This is an optimization exercise on Yosys and OpenROAD, whose aim is small area and a short achievable clock period, not a production implementation.
Where RTL was checked, it was by simulation tests only, not by an equivalence proof against the original.
No functional check of the RTL was part of runs 2 and 3.
Power and IR drop assume default switching activity.

==> flow/design.v (outline; a module is shown in full before it is edited, if it fits) <==
// module cmul: 1584 lines
// module fadd: 380 lines
// module conv3x3_fp32: 75 lines
module conv3x3_fp32(
    input         clk,
    input         resetn,
    input         valid_in,
    input  [31:0] data,
    input  [31:0] w1, w2, w3, w4, w5, w6, w7, w8, w9,
    output        valid_out,
    output [31:0] data_out
);
  // ...
==> flow/run.sh <==
#!/bin/bash
# synth_recipe.tcl (not shown) runs the flow's synth.tcl, then flattens the netlist and writes it again
# the make line also repeats each setting of config.mk as NAME=value (left out here)
make -C /OpenROAD-flow-scripts/flow DESIGN_CONFIG=/design/flow/config.mk WORK_HOME=/design/flow/orfs CLKGATE_MAP_FILE= SYNTH_SCRIPT=/design/flow/synth_recipe.tcl finish
==> flow/config.mk <==
export PLATFORM = sky130hd
export DESIGN_NAME = conv3x3_fp32
export DESIGN_NICKNAME = conv3x3_fp32
export VERILOG_FILES = /design/flow/design.v
export SDC_FILE = /design/flow/constraint.sdc
export NUM_CORES = 8
export LEC_CHECK = 0
export CAP_MARGIN = 30
export CORE_MARGIN = 2
export CORE_UTILIZATION = 55
export SETUP_SLACK_MARGIN = 4.2
export SLEW_MARGIN = 20
==> flow/constraint.sdc <==
create_clock -name core_clock -period 8.0 [get_ports {clk}]
set_input_delay 1.6000 -clock core_clock [delete_from_list [all_inputs] [get_ports {clk}]]
set_output_delay 1.6000 -clock core_clock [all_outputs]
set_load 0.01 [all_outputs]
==> flow_summary.toml, run 1 <==
[outcome]
run_status = "finished clean"

[setup_path]
rr_endpoint = "u_m6.hq[14]$_DFF_P_"
cpMostUsedCell = "sky130_fd_sc_hd__fa_2"
crit_start = "w6[18]"
worst-r2r-setup-slack_ns = 4.30
worstSetupStartpointType = "primary input"

[clock_tree]
clk-insertion-delay-late_ns = 1.09
clock_path_buffers = 4
cts_resized = 372
tritoncts_num_sinks = 5878
post_cts_hold_buffer_count = 0
tritoncts = "built"

[drt]
count_of_antenna_violating_nets_left_after_detailed_routing = 0
drt_first_pass_iters = 6
route.detailed.vias_per_inst = 5.652

[power]
p_seq_uw = 49900
cellPowerDensity_nw_per_um2 = 437.2
combPwrFrac_pct = 47.8
clk-power_uw = 30000
worst_ir_drop_vdd_mv = 0.2859
power.largest_group = "combinational logic"
seq_power_share_pct = 32.6
power.static_leakage_uw = 0.1477

[synth]
yosys.area_share.adder_pct = 21.76
synth_compound_area_share_pct = 11.44
parity_gate_share_of_the_synthesized_area_counting_xor_and_xnor_cells_pct = 9.880
synth_top_flop_cell = "sky130_fd_sc_hd__dfxtp_1"
synth.area.mux_share_pct = 4.259
post-synth-top-count-cell = "sky130_fd_sc_hd__dfxtp_1"
syn-num-nets = 32190

[timing]
clock-skew-final_ns = 0.05676
max_freq_mhz = 264.7

[global_route]
met3_usage_pct = 4.746
top_usage_layer = "met2"

[finish]
fill_cells = 44610
flops_and_latches = 5878
num-multi-input-gates = 17260
num-nets-final = 32140
clock_buffer_count = 859
==> run 2, diff against run 1 <==
--- a/flow/design.v
+++ b/flow/design.v
@@ -141,18 +141,17 @@
   reg t1_351;
   reg t1_352;
   reg t1_353;
   reg [22:0] t2_la;
   reg [22:0] t2_lb;
   reg [24:0] t2_ha;
   reg [24:0] t2_hb;
   reg [22:0] xh;
-  reg pz1, ps1, pz2, ps2; reg [7:0] pe1, pe2;
-  wire [7:0] esum = {3'b0, xe} + we - 8'd16;    
+  reg xs1, xs2; reg [4:0] xe1, xe2;
   wire one0 = wm[0] ^ 1'b0;
   wire two0 = (wm[1] & ~wm[0] & ~1'b0) | (~wm[1] & wm[0] & 1'b0);
   wire neg0 = wm[1] & ~(wm[0] & 1'b0);
   wire pp0_0 = neg0 ^ ((one0 & xm[0]));
   wire pp0_1 = neg0 ^ ((one0 & xm[1]) | (two0 & xm[0]));
   wire pp0_2 = neg0 ^ ((one0 & xm[2]) | (two0 & xm[1]));
   wire pp0_3 = neg0 ^ ((one0 & xm[3]) | (two0 & xm[2]));
   wire pp0_4 = neg0 ^ ((one0 & xm[4]) | (two0 & xm[3]));
@@ -1238,22 +1237,22 @@
     t1_347 <= c212;
     t1_348 <= pp6_24;
     t1_349 <= pp7_22;
     t1_350 <= ~neg6;
     t1_351 <= pp7_23;
     t1_352 <= pp7_24;
     t1_353 <= ~neg7;
     xh <= xm[22:0];
-    pz1 <= (xe == 5'd0) | (we == 8'd0); ps1 <= xs ^ ws; pe1 <= esum;
+    xs1 <= xs; xe1 <= xe;
     t2_la <= la;
     t2_lb <= lb_;
     t2_ha <= ha;
     t2_hb <= hb;
-    pz2 <= pz1; ps2 <= ps1; pe2 <= pe1;
+    xs2 <= xs1; xe2 <= xe1;
   end
   wire lc_g0_0 = t2_la[0] & t2_lb[0];
   wire lc_p0_0 = t2_la[0] ^ t2_lb[0];
   wire lc_g0_1 = t2_la[1] & t2_lb[1];
   wire lc_p0_1 = t2_la[1] ^ t2_lb[1];
   wire lc_g0_2 = t2_la[2] & t2_lb[2];
   wire lc_p0_2 = t2_la[2] ^ t2_lb[2];
   wire lc_g0_3 = t2_la[3] & t2_lb[3];
@@ -1572,19 +1571,21 @@
   wire hs_s18 = hs_p0_18 ^ (hs_g5_17 | (hs_p5_17 & t2_lc));
   wire hs_s19 = hs_p0_19 ^ (hs_g5_18 | (hs_p5_18 & t2_lc));
   wire hs_s20 = hs_p0_20 ^ (hs_g5_19 | (hs_p5_19 & t2_lc));
   wire hs_s21 = hs_p0_21 ^ (hs_g5_20 | (hs_p5_20 & t2_lc));
   wire hs_s22 = hs_p0_22 ^ (hs_g5_21 | (hs_p5_21 & t2_lc));
   wire hs_s23 = hs_p0_23 ^ (hs_g5_22 | (hs_p5_22 & t2_lc));
   wire hs_s24 = hs_p0_24 ^ (hs_g5_23 | (hs_p5_23 & t2_lc));
   wire [24:0] hs = {hs_s24, hs_s23, hs_s22, hs_s21, hs_s20, hs_s19, hs_s18, hs_s17, hs_s16, hs_s15, hs_s14, hs_s13, hs_s12, hs_s11, hs_s10, hs_s9, hs_s8, hs_s7, hs_s6, hs_s5, hs_s4, hs_s3, hs_s2, hs_s1, hs_s0};
-  reg [24:0] hq; reg pz3, ps3; reg [7:0] pe3;
-  always @(posedge clk) begin hq <= hs; pz3 <= pz2; ps3 <= ps2; pe3 <= pe2; end
-  wire [31:0] pn = pz3 ? 32'd0 : hq[24] ? {ps3, pe3 + 8'd1, hq[23:1]} : {ps3, pe3, hq[22:0]};
+  reg [24:0] hq; reg xs3; reg [4:0] xe3;
+  always @(posedge clk) begin hq <= hs; xs3 <= xs2; xe3 <= xe2; end
+  wire pz = (xe3 == 5'd0) | (we == 8'd0), ps = xs3 ^ ws;
+  wire [7:0] pe = {3'b0, xe3} + we - 8'd16;    
+  wire [31:0] pn = pz ? 32'd0 : hq[24] ? {ps, pe + 8'd1, hq[23:1]} : {ps, pe, hq[22:0]};
   always @(posedge clk) p <= pn;
 endmodule
 module fadd(input clk, input [31:0] a, input [31:0] b, output reg [31:0] y);
   wire [7:0] ea = a[30:23], eb = b[30:23];
   wire cmp_g0_0 = a[0] & ~b[0];
   wire cmp_p0_0 = a[0] ^ ~b[0];
   wire cmp_g0_1 = a[1] & ~b[1];
   wire cmp_p0_1 = a[1] ^ ~b[1];
==> run 2 against run 1 <==
Routed wire length grew 0.26%. Clock skew increased by 0.0026 ns. Global-route usage up 0.067 points. Hold slack got worse by 0.0011 ns. Flip-flop and latch count fell by 108. Highest routed layer unchanged. Sequential share of layout area fell by 0.44 points. Cell area decreased by 0.49%. Non-clock buffer count grew 46. Critical path depth unchanged.
==> flow_summary.toml, run 2 <==
[outcome]
run_status = "finished clean"

[timing]
slew_violations = 0
final-hold-violation-count = 0
maxSlewHeadroom_pct = 19.56
max_freq_mhz = 262.9
unrepaired_setup_endpoints_after_global_routing = "yes"
setup_slack_ns = 4.197
post-route-min-period_ns = 3.803
tightest_slew_ns = 1.207
finalSetupViolations = 0
clock-skew-final_ns = 0.05932
final.setup.tns_ns = 0
timing.final.crit_share_pct = 47.54

[drt]
detail_route.wl_per_cell_um = 23.61
count_of_antenna_violating_nets_left_after_detailed_routing = 0
drt_wl_total_um = 842500
vias = 203500
route.detailed.vias_per_inst = 5.703
drt_first_pass_iters = 9
dr.first_iter.drc_count = 16600
post-route-drc-count = 0

[setup_path]
critical_path_maximum_fanout = 12
worstSetupEndpointType = "flop"
worst-r2r-setup-slack_ns = 4.34
worstSetupStartpointType = "primary input"
worst_r2r_startpoint = "u_m2.p[9]$_SDFF_PP0_"
worst-setup-path-type = "primary input to flop"
rr_endpoint = "a3.mb1[6]$_DFF_P_"
worst-r2r-cell-count = 12
worst_ep_required_time_ns = 9.02
signal_arrival_time_at_the_worst_endpoint_ns = 4.82

[worst_hold_path]
hold_path_startpoint = "p1d[7][20]$_DFF_P_"
hp-class = "flop to flop"
min_to = "p1d[8][20]$_DFF_P_"
worst_hold_path.num_cells = 0

[placement]
dp.final_hpwl_um = 581500
placed_cells_incl_taps = 34100
dp_slack_ns = 2.153
routabilityCongestion = 0.8926
placement.io_buffers = 355

[floorplan]
row_count = 273
die_area_um2 = 560600
core-area_um2 = 552700
start_util_pct = 55.20
height_of_the_die_um = 748.7
pin_count = 356
die_x_um = 748.7

[global_route]
grt.total_usage_pct = 29.45
first_global_vias = 210000
grt_remaining_overflow = 0
grt_start_max_net_pins = 211
antenna_violations_before_repair = 65
grt_pass1_wl_um = 1280000

[synth]
synth_warnings = 7
gate_count_after_technology_mapping = 27880
most_common_library_cells_after_synthesis = "sky130_fd_sc_hd__dfxtp_1 (4842), sky130_fd_sc_hd__inv_1 (2911), sky130_fd_sc_hd__fa_1 (2319), sky130_fd_sc_hd__xnor2_1 (2280), sky130_fd_sc_hd__a22oi_1 (2208)"
yosys.area.top_type = "sky130_fd_sc_hd__dfxtp_1"
netlist_top_cells_area = "sky130_fd_sc_hd__dfxtp_1 (32%), sky130_fd_sc_hd__fa_1 (15%), sky130_fd_sc_hd__edfxtp_1 (8.8%), sky130_fd_sc_hd__ha_1 (6.6%), sky130_fd_sc_hd__xnor2_1 (6.5%)"
synth_area_per_cell_um2 = 10.94
syn-num-nets = 32140
yosysSeqAreaShare_pct = 40.86
async_flop_share_pct = 0.5026
synth.top_cell.area_share_pct = 31.78
synth_seq_cells = 5770
synth_top_flop_cell = "sky130_fd_sc_hd__dfxtp_1"
synth_edf_count = 899
synth_area_um2 = 305000
synth_cell_type_count = 108
post-synth-top-count-cell = "sky130_fd_sc_hd__dfxtp_1"

[finish]
area.growth.synth_to_final_pct = 14.06
mostFrequentLayoutCells = "sky130_fd_sc_hd__dfxtp_1 (4825), sky130_fd_sc_hd__inv_1 (2641), sky130_fd_sc_hd__xnor2_1 (2179)"
layout_commonest_cell = "sky130_fd_sc_hd__dfxtp_1"
sequential_cell_area_um2 = 124700
num-nets-final = 32090
final-instance-count-excl-fill = 35680
fill_cells = 44540
regs_by_ff_count = "lb (899), p1d (348)"
post_route_cells_drive_above_1_share_pct = 14.38
largest-register = "lb"
area_used_by_multi_input_combinational_logic_um2 = 169000
largest_register_ff_count = 899

[clock_tree]
tritoncts = "built"
number_of_buffers_created_by_cts = 620
cts.root.buffer_cell = "sky130_fd_sc_hd__clkbuf_16"
clock_pin_slew_worst_setup_and_hold_paths_ns = 0.06
tritoncts_num_sinks = 5770
clock_path_buffers = 4
clk-insertion-delay-late_ns = 1.12
htree_levels = 6

[flow_run]
max_cap_viol_count = 0

[power]
worst_ir_drop_vdd_mv = 0.2946
power.static_leakage_uw = 0.1469
cellPowerDensity_nw_per_um2 = 438.6
design_power_total_uw = 152600
run 2: power by group:
part           internal [µW]  total [µW]  switching (µW)
Clock                  17800       30200           12400
Sequential             41200       49200            8010
Combinational          31700       73200           41500
run 2: how the worst max path moves through the flow:
stage / from / slack (ns) / to
floorplan: w8[20] / 3.54 / u_m8.t2_hb[13]$_DFF_P_
global placement: w8[19] / 2.13 / u_m8.t2_hb[10]$_DFF_P_
detailed placement: w8[21] / 2.15 / u_m8.t2_hb[4]$_DFF_P_
CTS: w9[22] / 4.13 / u_m9.t2_hb[10]$_DFF_P_
global route: w9[19] / 4.15 / u_m9.t2_hb[11]$_DFF_P_
finish: w7[19] / 4.20 / u_m7.t2_hb[17]$_DFF_P_
run 2: per-stage QoR:
step	area, µm²	hold WS [ns]	util (%)
finish	347900	0.3001	62.96
CTS	345600	0.2987	62.54
detailed placement	320400	0.3121	57.97
global placement	319600	0.3096	57.83
floorplan	313500	0.3096	-
global route	347900	0.3079	62.95
run 2: routing by layer:
layer	global-route usage, %	vias to the layer above	routed length [µm]
li1	-	93370	-
met1	39.41	100600	355600
met2	48.20	7690	391800
met3	4.812	1782	60820
met4	11.20	16	34120
met5	0	-	119
run 2: layout make-up:
| class | instances | share of cell area (%) |
|---|---|---|
| timing repair buffer | 1165 | 3.279 |
| sequential | 5770 | 35.83 |
| inverter | 2992 | 3.370 |
| tap | 7287 | 2.620 |
| clock buffer | 823 | 5.047 |
| antenna | 45 | 0.03236 |
| timing repair inverter | 7 | 0.01870 |
| multi-input combinational | 17280 | 48.57 |
| clock inverter | 318 | 1.233 |
run 2: repair_timing:
action / in CTS / in global routing
pin swaps: 83 / 87
buffers inserted: 202 / 121
hold buffers: 0 / 0
gates cloned: 41 / 6
resized for setup: 306 / 281
setup endpoints to repair: 961 / 616
run 2: worst max-delay path: stages:
cell and delay [ns]:
sky130_fd_sc_hd__clkbuf_4 0.30, sky130_fd_sc_hd__nand3b_1 0.17, sky130_fd_sc_hd__buf_4 0.17, sky130_fd_sc_hd__o21ai_4 0.07, sky130_fd_sc_hd__buf_12 0.16, sky130_fd_sc_hd__a22oi_1 0.17
sky130_fd_sc_hd__xnor2_1 0.14, sky130_fd_sc_hd__fa_2 0.55, sky130_fd_sc_hd__inv_2 0.04, sky130_fd_sc_hd__fa_2 0.35, sky130_fd_sc_hd__fa_2 0.52, sky130_fd_sc_hd__inv_1 0.05
sky130_fd_sc_hd__fa_2 0.50
run 2: logic make-up after synthesis:
kind of cell / count (synthesis) / synth area share [%]
and+or+nand+nor: 3495 / 5.231
xor gates and xnor gates: 3492 / 10.03
DFF: 5770 / 40.86
buffers and inverters: 4866 / 6.133
muxes: 1113 / 4.173
AOI/OAI and AO/OA: 5202 / 11.71
adders and majority gates: 3938 / 21.86
==> run 3, diff against run 2 <==
==> flow/flow/run.sh (new file) <==
#!/bin/bash
set -euo pipefail
export BUFFER_PORTS_ARGS="-buffer_cell sky130_fd_sc_hd__buf_4"
bash standard.sh > standard_flow.log 2>&1
==> flow/standard.sh (new file) <==
#!/bin/bash
# synth_recipe.tcl (not shown) runs the flow's synth.tcl, then flattens the netlist and writes it again
# the make line also repeats each setting of config.mk as NAME=value (left out here)
make -C /OpenROAD-flow-scripts/flow DESIGN_CONFIG=/design/flow/config.mk WORK_HOME=/design/flow/orfs CLKGATE_MAP_FILE= SYNTH_SCRIPT=/design/flow/synth_recipe.tcl "${@:-finish}"
removed: flow/run.sh
==> run 3 against run 2 <==
Count of clock-buffer cells in the layout up 25. Synthesized cell count unchanged. Still clean. Maximum frequency down 0.64%. Power down 0.24%. First-iteration DRC count down 2.6%. Flip-flop and latch count unchanged. Register-to-register slack better by 0.02 ns. Clock skew down 0.014 ns. Critical path type unchanged. Routed wire length down 1.3%.
==> flow_summary.toml, run 3 <==
[outcome]
run_status = "finished clean"

[clock_tree]
htree_levels = 6
cts.root.buffer_cell = "sky130_fd_sc_hd__clkbuf_16"
clock_path_buffers = 4
clk-insertion-delay-late_ns = 1.12
clock_pin_slew_worst_setup_and_hold_paths_ns = 0.06
tritoncts = "built"
number_of_buffers_created_by_cts = 618
tritoncts_num_sinks = 5770

[timing]
tightest_slew_ns = 1.087
setup_slack_ns = 4.172
clock-skew-final_ns = 0.04529
max_freq_mhz = 261.2
final.setup.tns_ns = 0
slew_violations = 0
unrepaired_setup_endpoints_after_global_routing = "no"
maxSlewHeadroom_pct = 27.53
hold_slack_ns = 0.3022
timing.final.crit_share_pct = 47.85
post-route-min-period_ns = 3.828
finalSetupViolations = 0
final-hold-violation-count = 0

[power]
design_power_total_uw = 152200
power.static_leakage_uw = 0.1454
worst_ir_drop_vdd_mv = 0.2908
cellPowerDensity_nw_per_um2 = 443.2

[setup_path]
worst-setup-path-type = "primary input to flop"
cp_top_family = "adder cells"
worstPathCellList = "buf_12 -> clkinvlp_4 -> or3_4 -> o21ai_4 -> clkbuf_16 -> a22oi_2 -> xor2_1 -> fa_2 -> inv_2 -> fa_1 -> fa_1 -> inv_2 -> fa_1"
critical_path_maximum_fanout = 6
critPathSlowestCell = "sky130_fd_sc_hd__fa_1"
cpMostUsedCell = "sky130_fd_sc_hd__fa_1"
worstSetupEndpointType = "flop"
cp_slowest_stage_delay_ns = 0.54
worst_ep_required_time_ns = 8.94
critical_path.n_buffers_inverters = 5
worst-r2r-setup-slack_ns = 4.36
signal_arrival_time_at_the_worst_endpoint_ns = 4.77
worstSetupStartpointType = "primary input"

[synth]
most_common_library_cells_after_synthesis = "sky130_fd_sc_hd__dfxtp_1 (4842), sky130_fd_sc_hd__inv_1 (2911), sky130_fd_sc_hd__fa_1 (2319), sky130_fd_sc_hd__xnor2_1 (2280), sky130_fd_sc_hd__a22oi_1 (2208)"
syn-num-nets = 32140
post-synth-top-count-cell = "sky130_fd_sc_hd__dfxtp_1"
synth_warnings = 7
netlist_top_cells_area = "sky130_fd_sc_hd__dfxtp_1 (32%), sky130_fd_sc_hd__fa_1 (15%), sky130_fd_sc_hd__edfxtp_1 (8.8%), sky130_fd_sc_hd__ha_1 (6.6%), sky130_fd_sc_hd__xnor2_1 (6.5%)"
synth_area_per_cell_um2 = 10.94
yosys.area.top_type = "sky130_fd_sc_hd__dfxtp_1"
synth_cell_type_count = 108
gate_count_after_technology_mapping = 27880
synth_edf_count = 899
synth_area_um2 = 305000
synth_seq_cells = 5770
synth.top_cell.area_share_pct = 31.78
synth_top_flop_cell = "sky130_fd_sc_hd__dfxtp_1"
yosysSeqAreaShare_pct = 40.86
async_flop_share_pct = 0.5026

[drt]
dr.first_iter.drc_count = 16170
count_of_antenna_violating_nets_left_after_detailed_routing = 0
detail_route.wl_per_cell_um = 23.50
post-route-drc-count = 0
drt_wl_total_um = 831700
vias = 201000
drt_first_pass_iters = 7
route.detailed.vias_per_inst = 5.678

[placement]
routabilityCongestion = 0.9088
dp.final_hpwl_um = 584400
dp_slack_ns = 2.739
placement.io_buffers = 355

[floorplan]
core-area_um2 = 552700
die_x_um = 748.7
row_count = 273
pin_count = 356
start_util_pct = 55.20
height_of_the_die_um = 748.7
die_area_um2 = 560600

[worst_hold_path]
hp-class = "flop to flop"

[flow_run]
max_cap_viol_count = 0

[global_route]
grt.total_usage_pct = 29.19
grt_pass1_wl_um = 1269000
antenna_violations_before_repair = 53
grt_remaining_overflow = 0
grt_start_max_net_pins = 184
first_global_vias = 207600

[finish]
fill_cells = 44790
num-nets-final = 31820
post-route-util_pct = 62.15
largest-register = "lb"
largest_register_ff_count = 899
regs_by_ff_count = "lb (899), p1d (348)"
mostFrequentLayoutCells = "sky130_fd_sc_hd__dfxtp_1 (4827), sky130_fd_sc_hd__inv_1 (2644), sky130_fd_sc_hd__xnor2_1 (2198)"
area.growth.synth_to_final_pct = 12.60
post_route_cells_drive_above_1_share_pct = 14.35
layout_commonest_cell = "sky130_fd_sc_hd__dfxtp_1"
## run 3: cell counts after synthesis
Identical to the previous run, type by type.
## run 3: per-stage QoR
| stage | cell area (µm²) | instances |
|---|---|---|
| final | 343500 | 35390 |
| after global routing | 343400 | 35370 |
| after CTS | 341600 | 35240 |
| after detailed placement | 319400 | 34080 |
| after global placement | 318700 | 34050 |
| after floorplan | 313500 | 27880 |
## run 3: routing by layer
layer / vias to the layer above / GRT usage (%) / routed length [µm]
met2: 6990 / 47.77 / 387600
met3: 1646 / 4.324 / 54990
met1: 99520 / 39.38 / 355900
met4: 16 / 11.02 / 33070
met5: - / 0 / 112
li1: 92780 / - / -
## run 3: timing repair
| item | in CTS | in global routing |
|---|---|---|
| hold buffers | 0 | 0 |
| setup endpoints to repair | 569 | 449 |
| gates resized for setup | 57 | 135 |
| pin swaps | 24 | 30 |
| cloned | 19 | 13 |
| buffers inserted | 5 | 86 |
## run 3: logic make-up (layout without fill, tap and decap cells)
group	count (synthesis)	after routing	synth area share, %
AO/OA/AOI/OAI	5202	5228	11.71
XOR/XNOR	3492	3492	10.03
adder cells (fa/ha/maj)	3938	3938	21.86
buffers and inverters	4866	5039	6.133
flip-flops	5770	5770	40.86
multiplexers	1113	1113	4.173
other	0	32	0
AND/OR/NAND/NOR	3495	3495	5.231
## run 3: area by class of cell
class                      count  area, µm²  share of cell area, %
inverter                    2992      11620                  3.382
clock inverter               289       3649                  1.062
antenna                       32      80.08                0.02331
timing repair inverter         2      13.76               0.004007
clock buffer                 848      18050                  5.254
tap                         7287       9117                  2.654
multi-input combinational  17270     168500                  49.04
timing repair buffer         908       7850                  2.285
sequential                  5770     124700                  36.30
## run 3: final timing paths
kind | from | to | cells after the start
max | w8[21] | u_m8.t2_hb[11]$_DFF_P_ | 13
min | a1.ebq[2]$_DFF_P_ | a1.eb2[2]$_DFF_P_ | 0
max reg2reg | u_m1.p[17]$_SDFF_PP0_ | a7.kill1$_DFF_P_ | 12
min reg2reg | a1.ebq[2]$_DFF_P_ | a1.eb2[2]$_DFF_P_ | 0
max in group asynchronous | resetn | row[0]$_DFFE_PN0P_ | 1
min in group asynchronous | resetn | vp[17]$_DFF_PN0_ | 1
## run 3: power breakdown
part,switching [µW],internal [µW],leakage [µW],total [µW]
clock network,12200,17900,0.0106,30100
logic,41600,31400,0.0848,73000
registers,7960,41200,0.0500,49100

==> re-timing with driven ports <==
The results above use ideal ports. As a check the final layouts listed here were re-extracted and re-timed, cells and wires unchanged. Step 1 assumes that a clkbuf_16 drives the clock port and a buf_2 every other input. Step 2 times the ports against the registers' clock, not the clock port: input delays grow and output delays shrink by t, the midpoint of the rising clock arrivals with the driver on. Three values: ideal ports, drivers, drivers and shift; two values: the first two.
run	shift t [ns]	slack for setup (ns)	worst setup path at the end	worst register clock-pin slew, ns
run 1	1.215	4.223 / 4.170 / 2.955	input to register	0.08 / 0.08
run 2	1.212	4.197 / 4.140 / 2.929	input to register	0.07 / 0.07
run 3	1.227	4.172 / 4.168 / 2.941	input to register	0.07 / 0.07
After both steps setup and hold are still met in every run listed.
